This is an optimization exercise on Yosys and OpenROAD, whose aim is small area, a short achievable clock period and few clock cycles per item, not a production implementation. At most, simulation tests tie the RTL to the original design; equivalence was not proved.

==> job 9168: inputs <==
## circ
module circ(clk,rst,buttonRight,buttonCenter,buttonLeft,inputMultiplier,inputMultiplicand,segments,anode_active,doneFlag);
Settings: LEC_CHECK=0, ABC_AREA=1, CAP_MARGIN=20, CORE_MARGIN=2, CORE_UTILIZATION=85, SLEW_MARGIN=20; clock period 14.0 ns.
standard.sh (not shown) runs the stock make flow with config.mk's settings and CLKGATE_MAP_FILE= SYNTH_SCRIPT=/design/flow/synth_recipe.tcl, a recipe that flattens the netlist after the stock synthesis.
==> flow/flow/run.sh <==
#!/bin/bash
# Standard layout with three changes: stronger port buffers, full adders left
# to ABC instead of fixed adder cells, and an ABC mapping script with a real
# delay target (the ORFS area script has none).
set -euo pipefail
cp -r "$FLOW_HOME/scripts" scripts_abc
cat > scripts_abc/abc_area.script <<'EOS'
strash
dc2
dch
map -D 4000
topo
stime -c
buffer -c
upsize -c -D 4000
dnsize -c -D 4000
EOS
export SCRIPTS_DIR="$PWD/scripts_abc"
export ADDER_MAP_FILE=
export BUFFER_PORTS_ARGS="-buffer_cell sky130_fd_sc_hd__buf_2"
bash standard.sh > standard_flow.log 2>&1
==> inputs of job 3338, as changes to job 9168 <==
Settings changed: CORE_UTILIZATION 85 to 70.
==> qor summary <==
metric                                                           job 3338                      job 9168
Synthesized area divided by synthesized cell count              5.52 um^2                     5.52 um^2
Dominant cell by count in the synthesized netlist                 nand2_1                       nand2_1
Asr flop ratio synth                                                   0%                            0%
Mux contribution to synthesized area                                   0%                            0%
Number of synthesized register bits                                    21                            21
Initial standard-cell utilization of the core                       71.5%                         87.3%
Row count                                                              30                            27
Die Y                                                             86.6 um                       79.0 um
Post-synthesis share of cell area spent on xor and xnor gates       10.8%                         10.8%
Post-synthesis adder-cell area fraction                            0.471%                        0.471%
Status                                           timing/DRC/antenna clean                did not finish
Last stage reached                                                      -  global placement without I/O
Synth area leader                                                 nand2_1                       nand2_1
Horizontal die dimension                                          86.6 um                       79.0 um
Function was not checked in any run of this note: the RTL went through the layout flow alone.

==> inputs of job 4022 <==
circ, a different RTL version from the one above (not shown whole).
clock: 14.0 ns
lec_check: 0
abc_area: 1
cap_margin: 20
core_margin: 2
core_utilization: 70
slew_margin: 20
Scripts as last shown in full above: flow/flow/run.sh
==> job 9086 (differences from job 4022) <==
--- a/flow/design.v
+++ b/flow/design.v
@@ -132,22 +132,36 @@
     wire cp4_10 = cp2_10 & cp3_7;
     wire cg4_11 = cg2_11 | (cp2_11 & cg3_7);
     wire cp4_11 = cp2_11 & cp3_7;
     wire cg4_12 = cg3_12 | (cp3_12 & cg3_7);
     wire cp4_12 = cp3_12 & cp3_7;
     assign ab = {cg4_12, cp0[12] ^ cg4_11, cp0[11] ^ cg4_10, cp0[10] ^ cg4_9, cp0[9] ^ cg4_8, cp0[8] ^ cg3_7, cp0[7] ^ cg3_6, cp0[6] ^ cg3_5, cp0[5] ^ cg3_4, cp0[4] ^ cg2_3, cp0[3] ^ cg2_2, cp0[2] ^ cg1_1, cp0[1] ^ cg0[0], cp0[0]};
     wire [14:0] mag = {1'b0, ab} | (fa ? {fb, beta, 7'd0} : 15'd0) | (fb ? {fa, alpha, 7'd0} : 15'd0);
-    reg [14:0] product;
+    wire dd1_0 = (mag[11] & ~mag[13]) | (~mag[11] & mag[12] & mag[13]);
+    wire dd1_1 = (mag[11] & mag[12]) | (mag[12] & ~mag[13]);
+    wire dd1_2 = (~mag[11] & ~mag[12] & mag[13]);
+    wire dd1_3 = (mag[11] & mag[13]) | (mag[12] & mag[13]);
+    wire dd2_0 = (mag[10] & ~dd1_1 & ~dd1_2) | (~mag[10] & dd1_2) | (~mag[10] & dd1_0 & dd1_1);
+    wire dd2_1 = (dd1_0 & ~dd1_1) | (~mag[10] & dd1_2) | (mag[10] & dd1_0);
+    wire dd2_2 = (mag[10] & dd1_2) | (~mag[10] & ~dd1_0 & dd1_1);
+    wire dd2_3 = (dd1_2) | (mag[10] & dd1_1) | (dd1_0 & dd1_1);
+    wire dd3_0 = (mag[9] & ~dd2_1 & ~dd2_2) | (~mag[9] & dd2_2) | (~mag[9] & dd2_0 & dd2_1);
+    wire dd3_1 = (dd2_0 & ~dd2_1) | (~mag[9] & dd2_2) | (mag[9] & dd2_0);
+    wire dd3_2 = (mag[9] & dd2_2) | (~mag[9] & ~dd2_0 & dd2_1);
+    wire dd3_3 = (dd2_2) | (mag[9] & dd2_1) | (dd2_0 & dd2_1);
+    wire [6:0] mid_d = {dd1_3, dd2_3, dd3_3, dd3_2, dd3_1, dd3_0, mag[8]};
+    wire [15:0] held = {mag[14], mid_d, mag[7:0]};
+    reg [15:0] product;
     reg negative;
     reg done;
     reg [1:0] phase;
     reg [1:0] view;
     always @(posedge clk) begin
         if (buttonCenter) begin
-            product <= mag;
+            product <= held;
             negative <= minus;
         end
     end
     always @(posedge clk) done <= ~rst & (done | buttonCenter);
     assign doneFlag = done;
     always @(posedge clk) phase <= rst ? 2'd0 : phase + 2'd1;
     assign anode_active = ~(4'b0001 << phase);
@@ -156,34 +170,22 @@
         else case (view)
             2'd0: if (buttonLeft) view <= 2'd1;
             2'd1: if (buttonLeft) view <= 2'd2; else if (buttonRight) view <= 2'd0;
             2'd2: if (buttonRight) view <= 2'd1;
             default: view <= view;
         endcase
     end
-    wire dd1_0 = (product[11] & ~product[13]) | (~product[11] & product[12] & product[13]);
-    wire dd1_1 = (product[11] & product[12]) | (product[12] & ~product[13]);
-    wire dd1_2 = (~product[11] & ~product[12] & product[13]);
-    wire dd1_3 = (product[11] & product[13]) | (product[12] & product[13]);
-    wire dd2_0 = (product[10] & ~dd1_1 & ~dd1_2) | (~product[10] & dd1_2) | (~product[10] & dd1_0 & dd1_1);
-    wire dd2_1 = (dd1_0 & ~dd1_1) | (~product[10] & dd1_2) | (product[10] & dd1_0);
-    wire dd2_2 = (product[10] & dd1_2) | (~product[10] & ~dd1_0 & dd1_1);
-    wire dd2_3 = (dd1_2) | (product[10] & dd1_1) | (dd1_0 & dd1_1);
-    wire dd3_0 = (product[9] & ~dd2_1 & ~dd2_2) | (~product[9] & dd2_2) | (~product[9] & dd2_0 & dd2_1);
-    wire dd3_1 = (dd2_0 & ~dd2_1) | (~product[9] & dd2_2) | (product[9] & dd2_0);
-    wire dd3_2 = (product[9] & dd2_2) | (~product[9] & ~dd2_0 & dd2_1);
-    wire dd3_3 = (dd2_2) | (product[9] & dd2_1) | (dd2_0 & dd2_1);
-    wire dd4_0 = (product[8] & ~dd3_1 & ~dd3_2) | (~product[8] & dd3_2) | (~product[8] & dd3_0 & dd3_1);
-    wire dd4_1 = (dd3_0 & ~dd3_1) | (~product[8] & dd3_2) | (product[8] & dd3_0);
-    wire dd4_2 = (product[8] & dd3_2) | (~product[8] & ~dd3_0 & dd3_1);
-    wire dd4_3 = (dd3_2) | (product[8] & dd3_1) | (dd3_0 & dd3_1);
-    wire dd5_0 = (dd3_3 & ~dd1_3) | (dd2_3 & dd1_3);
-    wire dd5_1 = (dd2_3 & ~dd1_3);
-    wire dd5_2 = (~dd3_3 & ~dd2_3 & dd1_3);
-    wire dd5_3 = (dd3_3 & dd1_3) | (dd2_3 & dd1_3);
+    wire dd4_0 = (product[8] & ~product[10] & ~product[11]) | (~product[8] & product[11]) | (~product[8] & product[9] & product[10]);
+    wire dd4_1 = (product[9] & ~product[10]) | (~product[8] & product[11]) | (product[8] & product[9]);
+    wire dd4_2 = (product[8] & product[11]) | (~product[8] & ~product[9] & product[10]);
+    wire dd4_3 = (product[11]) | (product[8] & product[10]) | (product[9] & product[10]);
+    wire dd5_0 = (product[12] & ~product[14]) | (product[13] & product[14]);
+    wire dd5_1 = (product[13] & ~product[14]);
+    wire dd5_2 = (~product[12] & ~product[13] & product[14]);
+    wire dd5_3 = (product[12] & product[14]) | (product[13] & product[14]);
     wire dd6_0 = (product[7] & ~dd4_1 & ~dd4_2) | (~product[7] & dd4_2) | (~product[7] & dd4_0 & dd4_1);
     wire dd6_1 = (dd4_0 & ~dd4_1) | (~product[7] & dd4_2) | (product[7] & dd4_0);
     wire dd6_2 = (product[7] & dd4_2) | (~product[7] & ~dd4_0 & dd4_1);
     wire dd6_3 = (dd4_2) | (product[7] & dd4_1) | (dd4_0 & dd4_1);
     wire dd7_0 = (dd4_3 & ~dd5_1 & ~dd5_2) | (~dd4_3 & dd5_2) | (~dd4_3 & dd5_0 & dd5_1);
     wire dd7_1 = (dd5_0 & ~dd5_1) | (~dd4_3 & dd5_2) | (dd4_3 & dd5_0);
     wire dd7_2 = (dd4_3 & dd5_2) | (~dd4_3 & ~dd5_0 & dd5_1);
@@ -257,15 +259,15 @@
     wire dd24_2 = (dd20_3 & dd21_2) | (~dd20_3 & ~dd21_0 & dd21_1);
     wire dd24_3 = (dd21_2) | (dd20_3 & dd21_1) | (dd21_0 & dd21_1);
     wire dd25_0 = (dd21_3 & ~dd15_3) | (dd12_3) | (~dd21_3 & dd18_3 & dd15_3);
     wire dd25_1 = (dd21_3 & dd18_3) | (dd12_3) | (dd18_3 & ~dd15_3);
     wire dd25_2 = (~dd21_3 & ~dd18_3 & dd15_3);
     wire dd25_3 = (dd21_3 & dd15_3) | (dd12_3) | (dd18_3 & dd15_3);
     wire [19:0] bcd14 = {1'b0, 1'b0, 1'b0, dd25_3, dd25_2, dd25_1, dd25_0, dd24_3, dd24_2, dd24_1, dd24_0, dd23_3, dd23_2, dd23_1, dd23_0, dd22_3, dd22_2, dd22_1, dd22_0, product[0]};
-    wire [19:0] bcd = bcd14 | (product[14] ? 20'h16384 : 20'h0);
+    wire [19:0] bcd = bcd14 | (product[15] ? 20'h16384 : 20'h0);
     wire [2:0] k = {1'b0, view} + {1'b0, phase};
     reg [3:0] digit;
     always @(*) begin
         case (k)
             3'd0: digit = bcd[3:0];
             3'd1: digit = bcd[7:4];
             3'd2: digit = bcd[11:8];
==> job 5813 (differences from job 4022) <==
--- a/flow/design.v
+++ b/flow/design.v
@@ -132,22 +132,36 @@
     wire cp4_10 = cp2_10 & cp3_7;
     wire cg4_11 = cg2_11 | (cp2_11 & cg3_7);
     wire cp4_11 = cp2_11 & cp3_7;
     wire cg4_12 = cg3_12 | (cp3_12 & cg3_7);
     wire cp4_12 = cp3_12 & cp3_7;
     assign ab = {cg4_12, cp0[12] ^ cg4_11, cp0[11] ^ cg4_10, cp0[10] ^ cg4_9, cp0[9] ^ cg4_8, cp0[8] ^ cg3_7, cp0[7] ^ cg3_6, cp0[6] ^ cg3_5, cp0[5] ^ cg3_4, cp0[4] ^ cg2_3, cp0[3] ^ cg2_2, cp0[2] ^ cg1_1, cp0[1] ^ cg0[0], cp0[0]};
     wire [14:0] mag = {1'b0, ab} | (fa ? {fb, beta, 7'd0} : 15'd0) | (fb ? {fa, alpha, 7'd0} : 15'd0);
-    reg [14:0] product;
+    wire dd1_0 = (mag[11] & ~mag[13]) | (~mag[11] & mag[12] & mag[13]);
+    wire dd1_1 = (mag[11] & mag[12]) | (mag[12] & ~mag[13]);
+    wire dd1_2 = (~mag[11] & ~mag[12] & mag[13]);
+    wire dd1_3 = (mag[11] & mag[13]) | (mag[12] & mag[13]);
+    wire dd2_0 = (mag[10] & ~dd1_1 & ~dd1_2) | (~mag[10] & dd1_2) | (~mag[10] & dd1_0 & dd1_1);
+    wire dd2_1 = (dd1_0 & ~dd1_1) | (~mag[10] & dd1_2) | (mag[10] & dd1_0);
+    wire dd2_2 = (mag[10] & dd1_2) | (~mag[10] & ~dd1_0 & dd1_1);
+    wire dd2_3 = (dd1_2) | (mag[10] & dd1_1) | (dd1_0 & dd1_1);
+    wire dd3_0 = (mag[9] & ~dd2_1 & ~dd2_2) | (~mag[9] & dd2_2) | (~mag[9] & dd2_0 & dd2_1);
+    wire dd3_1 = (dd2_0 & ~dd2_1) | (~mag[9] & dd2_2) | (mag[9] & dd2_0);
+    wire dd3_2 = (mag[9] & dd2_2) | (~mag[9] & ~dd2_0 & dd2_1);
+    wire dd3_3 = (dd2_2) | (mag[9] & dd2_1) | (dd2_0 & dd2_1);
+    wire [6:0] mid_d = {dd1_3, dd2_3, dd3_3, dd3_2, dd3_1, dd3_0, mag[8]};
+    wire [15:0] held = {mag[14], mid_d, mag[7:0]};
+    reg [15:0] product;
     reg negative;
     reg done;
     reg [1:0] phase;
     reg [1:0] view;
     always @(posedge clk) begin
         if (buttonCenter) begin
-            product <= mag;
+            product <= held;
             negative <= minus;
         end
     end
     always @(posedge clk) done <= ~rst & (done | buttonCenter);
     assign doneFlag = done;
     always @(posedge clk) phase <= rst ? 2'd0 : phase + 2'd1;
     assign anode_active = ~(4'b0001 << phase);
@@ -156,34 +170,22 @@
         else case (view)
             2'd0: if (buttonLeft) view <= 2'd1;
             2'd1: if (buttonLeft) view <= 2'd2; else if (buttonRight) view <= 2'd0;
             2'd2: if (buttonRight) view <= 2'd1;
             default: view <= view;
         endcase
     end
-    wire dd1_0 = (product[11] & ~product[13]) | (~product[11] & product[12] & product[13]);
-    wire dd1_1 = (product[11] & product[12]) | (product[12] & ~product[13]);
-    wire dd1_2 = (~product[11] & ~product[12] & product[13]);
-    wire dd1_3 = (product[11] & product[13]) | (product[12] & product[13]);
-    wire dd2_0 = (product[10] & ~dd1_1 & ~dd1_2) | (~product[10] & dd1_2) | (~product[10] & dd1_0 & dd1_1);
-    wire dd2_1 = (dd1_0 & ~dd1_1) | (~product[10] & dd1_2) | (product[10] & dd1_0);
-    wire dd2_2 = (product[10] & dd1_2) | (~product[10] & ~dd1_0 & dd1_1);
-    wire dd2_3 = (dd1_2) | (product[10] & dd1_1) | (dd1_0 & dd1_1);
-    wire dd3_0 = (product[9] & ~dd2_1 & ~dd2_2) | (~product[9] & dd2_2) | (~product[9] & dd2_0 & dd2_1);
-    wire dd3_1 = (dd2_0 & ~dd2_1) | (~product[9] & dd2_2) | (product[9] & dd2_0);
-    wire dd3_2 = (product[9] & dd2_2) | (~product[9] & ~dd2_0 & dd2_1);
-    wire dd3_3 = (dd2_2) | (product[9] & dd2_1) | (dd2_0 & dd2_1);
-    wire dd4_0 = (product[8] & ~dd3_1 & ~dd3_2) | (~product[8] & dd3_2) | (~product[8] & dd3_0 & dd3_1);
-    wire dd4_1 = (dd3_0 & ~dd3_1) | (~product[8] & dd3_2) | (product[8] & dd3_0);
-    wire dd4_2 = (product[8] & dd3_2) | (~product[8] & ~dd3_0 & dd3_1);
-    wire dd4_3 = (dd3_2) | (product[8] & dd3_1) | (dd3_0 & dd3_1);
-    wire dd5_0 = (dd3_3 & ~dd1_3) | (dd2_3 & dd1_3);
-    wire dd5_1 = (dd2_3 & ~dd1_3);
-    wire dd5_2 = (~dd3_3 & ~dd2_3 & dd1_3);
-    wire dd5_3 = (dd3_3 & dd1_3) | (dd2_3 & dd1_3);
+    wire dd4_0 = (product[8] & ~product[10] & ~product[11]) | (~product[8] & product[11]) | (~product[8] & product[9] & product[10]);
+    wire dd4_1 = (product[9] & ~product[10]) | (~product[8] & product[11]) | (product[8] & product[9]);
+    wire dd4_2 = (product[8] & product[11]) | (~product[8] & ~product[9] & product[10]);
+    wire dd4_3 = (product[11]) | (product[8] & product[10]) | (product[9] & product[10]);
+    wire dd5_0 = (product[12] & ~product[14]) | (product[13] & product[14]);
+    wire dd5_1 = (product[13] & ~product[14]);
+    wire dd5_2 = (~product[12] & ~product[13] & product[14]);
+    wire dd5_3 = (product[12] & product[14]) | (product[13] & product[14]);
     wire dd6_0 = (product[7] & ~dd4_1 & ~dd4_2) | (~product[7] & dd4_2) | (~product[7] & dd4_0 & dd4_1);
     wire dd6_1 = (dd4_0 & ~dd4_1) | (~product[7] & dd4_2) | (product[7] & dd4_0);
     wire dd6_2 = (product[7] & dd4_2) | (~product[7] & ~dd4_0 & dd4_1);
     wire dd6_3 = (dd4_2) | (product[7] & dd4_1) | (dd4_0 & dd4_1);
     wire dd7_0 = (dd4_3 & ~dd5_1 & ~dd5_2) | (~dd4_3 & dd5_2) | (~dd4_3 & dd5_0 & dd5_1);
     wire dd7_1 = (dd5_0 & ~dd5_1) | (~dd4_3 & dd5_2) | (dd4_3 & dd5_0);
     wire dd7_2 = (dd4_3 & dd5_2) | (~dd4_3 & ~dd5_0 & dd5_1);
@@ -257,15 +259,15 @@
     wire dd24_2 = (dd20_3 & dd21_2) | (~dd20_3 & ~dd21_0 & dd21_1);
     wire dd24_3 = (dd21_2) | (dd20_3 & dd21_1) | (dd21_0 & dd21_1);
     wire dd25_0 = (dd21_3 & ~dd15_3) | (dd12_3) | (~dd21_3 & dd18_3 & dd15_3);
     wire dd25_1 = (dd21_3 & dd18_3) | (dd12_3) | (dd18_3 & ~dd15_3);
     wire dd25_2 = (~dd21_3 & ~dd18_3 & dd15_3);
     wire dd25_3 = (dd21_3 & dd15_3) | (dd12_3) | (dd18_3 & dd15_3);
     wire [19:0] bcd14 = {1'b0, 1'b0, 1'b0, dd25_3, dd25_2, dd25_1, dd25_0, dd24_3, dd24_2, dd24_1, dd24_0, dd23_3, dd23_2, dd23_1, dd23_0, dd22_3, dd22_2, dd22_1, dd22_0, product[0]};
-    wire [19:0] bcd = bcd14 | (product[14] ? 20'h16384 : 20'h0);
+    wire [19:0] bcd = bcd14 | (product[15] ? 20'h16384 : 20'h0);
     wire [2:0] k = {1'b0, view} + {1'b0, phase};
     reg [3:0] digit;
     always @(*) begin
         case (k)
             3'd0: digit = bcd[3:0];
             3'd1: digit = bcd[7:4];
             3'd2: digit = bcd[11:8];
==> flow/flow/run.sh (replaced) <==
#!/bin/bash
# Standard layout with three changes: stronger port buffers, full adders left
# to ABC instead of fixed adder cells, and an ABC mapping script with a real
# delay target (the ORFS area script has none); the post-CTS timing repair
# aims for extra setup slack.
set -euo pipefail
cp -r "$FLOW_HOME/scripts" scripts_abc
cat > scripts_abc/abc_area.script <<'EOS'
strash
dc2
dch
map -D 4500
topo
stime -c
buffer -c
upsize -c -D 4500
dnsize -c -D 4500
EOS
export SCRIPTS_DIR="$PWD/scripts_abc"
export ADDER_MAP_FILE=
export BUFFER_PORTS_ARGS="-buffer_cell sky130_fd_sc_hd__buf_2"
# timing repair after clock-tree synthesis aims for 6.6 ns of extra setup slack
SETUP_SLACK_MARGIN=6.6 bash standard.sh cts > standard_flow_to_cts.log 2>&1
bash standard.sh > standard_flow.log 2>&1
==> run notes <==
Outcome: job 4022 complete, no violations; job 5813 complete, no violations; job 9086 complete, no violations
Synthesized-area fraction occupied by adder cells: job 4022 0.0123; job 5813 0.00238; job 9086 0.00503
Number of sequential cells in the layout: job 4022 21; job 5813 22; job 9086 22
Critical path's most frequent cell: job 4022 nand2_1; job 5813 nand2_1; job 9086 nor2_1
Layout cells sized above 1: job 4022 0.176; job 5813 0.142; job 9086 0.0983
Cell count after placement: job 4022 862; job 5813 888; job 9086 875
Global-route wire length before repair: job 4022 18,400 microns; job 5813 19,600 microns; job 9086 17,700 microns
Arrival time of data at the critical path endpoint: job 4022 5.30 ns; job 5813 7.68 ns; job 9086 5.22 ns
Total detailed-routing wirelength: job 4022 10,500 microns; job 5813 11,600 microns; job 9086 10,800 microns
Compound-cell area share of the yosys netlist: job 4022 0.237; job 5813 0.199; job 9086 0.202
Logic depth of the worst path, buffers included: job 4022 33; job 5813 39; job 9086 30
Area of the die: job 4022 6880 sq um; job 5813 6630 sq um; job 9086 6680 sq um
Critical path's slowest cell: job 4022 edfxtp_1; job 5813 or2_2; job 9086 edfxtp_1
Testbench counts of job 4022, summed over its fixed seeds: cycles 8,000, items 8,000.
Testbench counts of job 9086, summed over its fixed seeds: cycles 8,000, items 8,000.
Testbench counts of job 5813, summed over its fixed seeds: cycles 8,000, items 8,000.

==> separate check: timing with driven ports <==
The results above use ideal ports. As a check the final layouts listed here were re-extracted and re-timed, cells and wires unchanged. Step 1 (the two cells are an assumption about what drives the block):
set clk [get_ports {clk}]
set_driving_cell -lib_cell sky130_fd_sc_hd__clkbuf_16 $clk
set_driving_cell -lib_cell sky130_fd_sc_hd__buf_2 [delete_from_list [all_inputs] $clk]
Step 2 moves the port delays by t, midway between the first and last clock arrival at a register: inputs arrive t later, outputs are due t later. That takes back most of the time a late clock gives input paths. Slacks: ideal / step 1 / step 2; pairs: ideal / step 1.
run | t (ns) | slack for setup (ns) | worst hold slack (ns)
job 3338 | 0.287 | 5.569 / 5.538 / 5.825 | 0.480 / 0.480 / 0.480
job 4022 | 0.288 | 5.897 / 5.869 / 6.158 | 0.477 / 0.477 / 0.477
job 9086 | 0.295 | 5.983 / 5.954 / 6.191 | 0.471 / 0.471 / 0.471
job 5813 | 0.283 | 6.323 / 6.326 / 6.042 | 0.478 / 0.478 / 0.478
After both steps every run listed still meets setup and hold. The setup slack of job 5813, which loses most, moves by +0.003 ns with the drivers and by -0.281 ns with both steps.
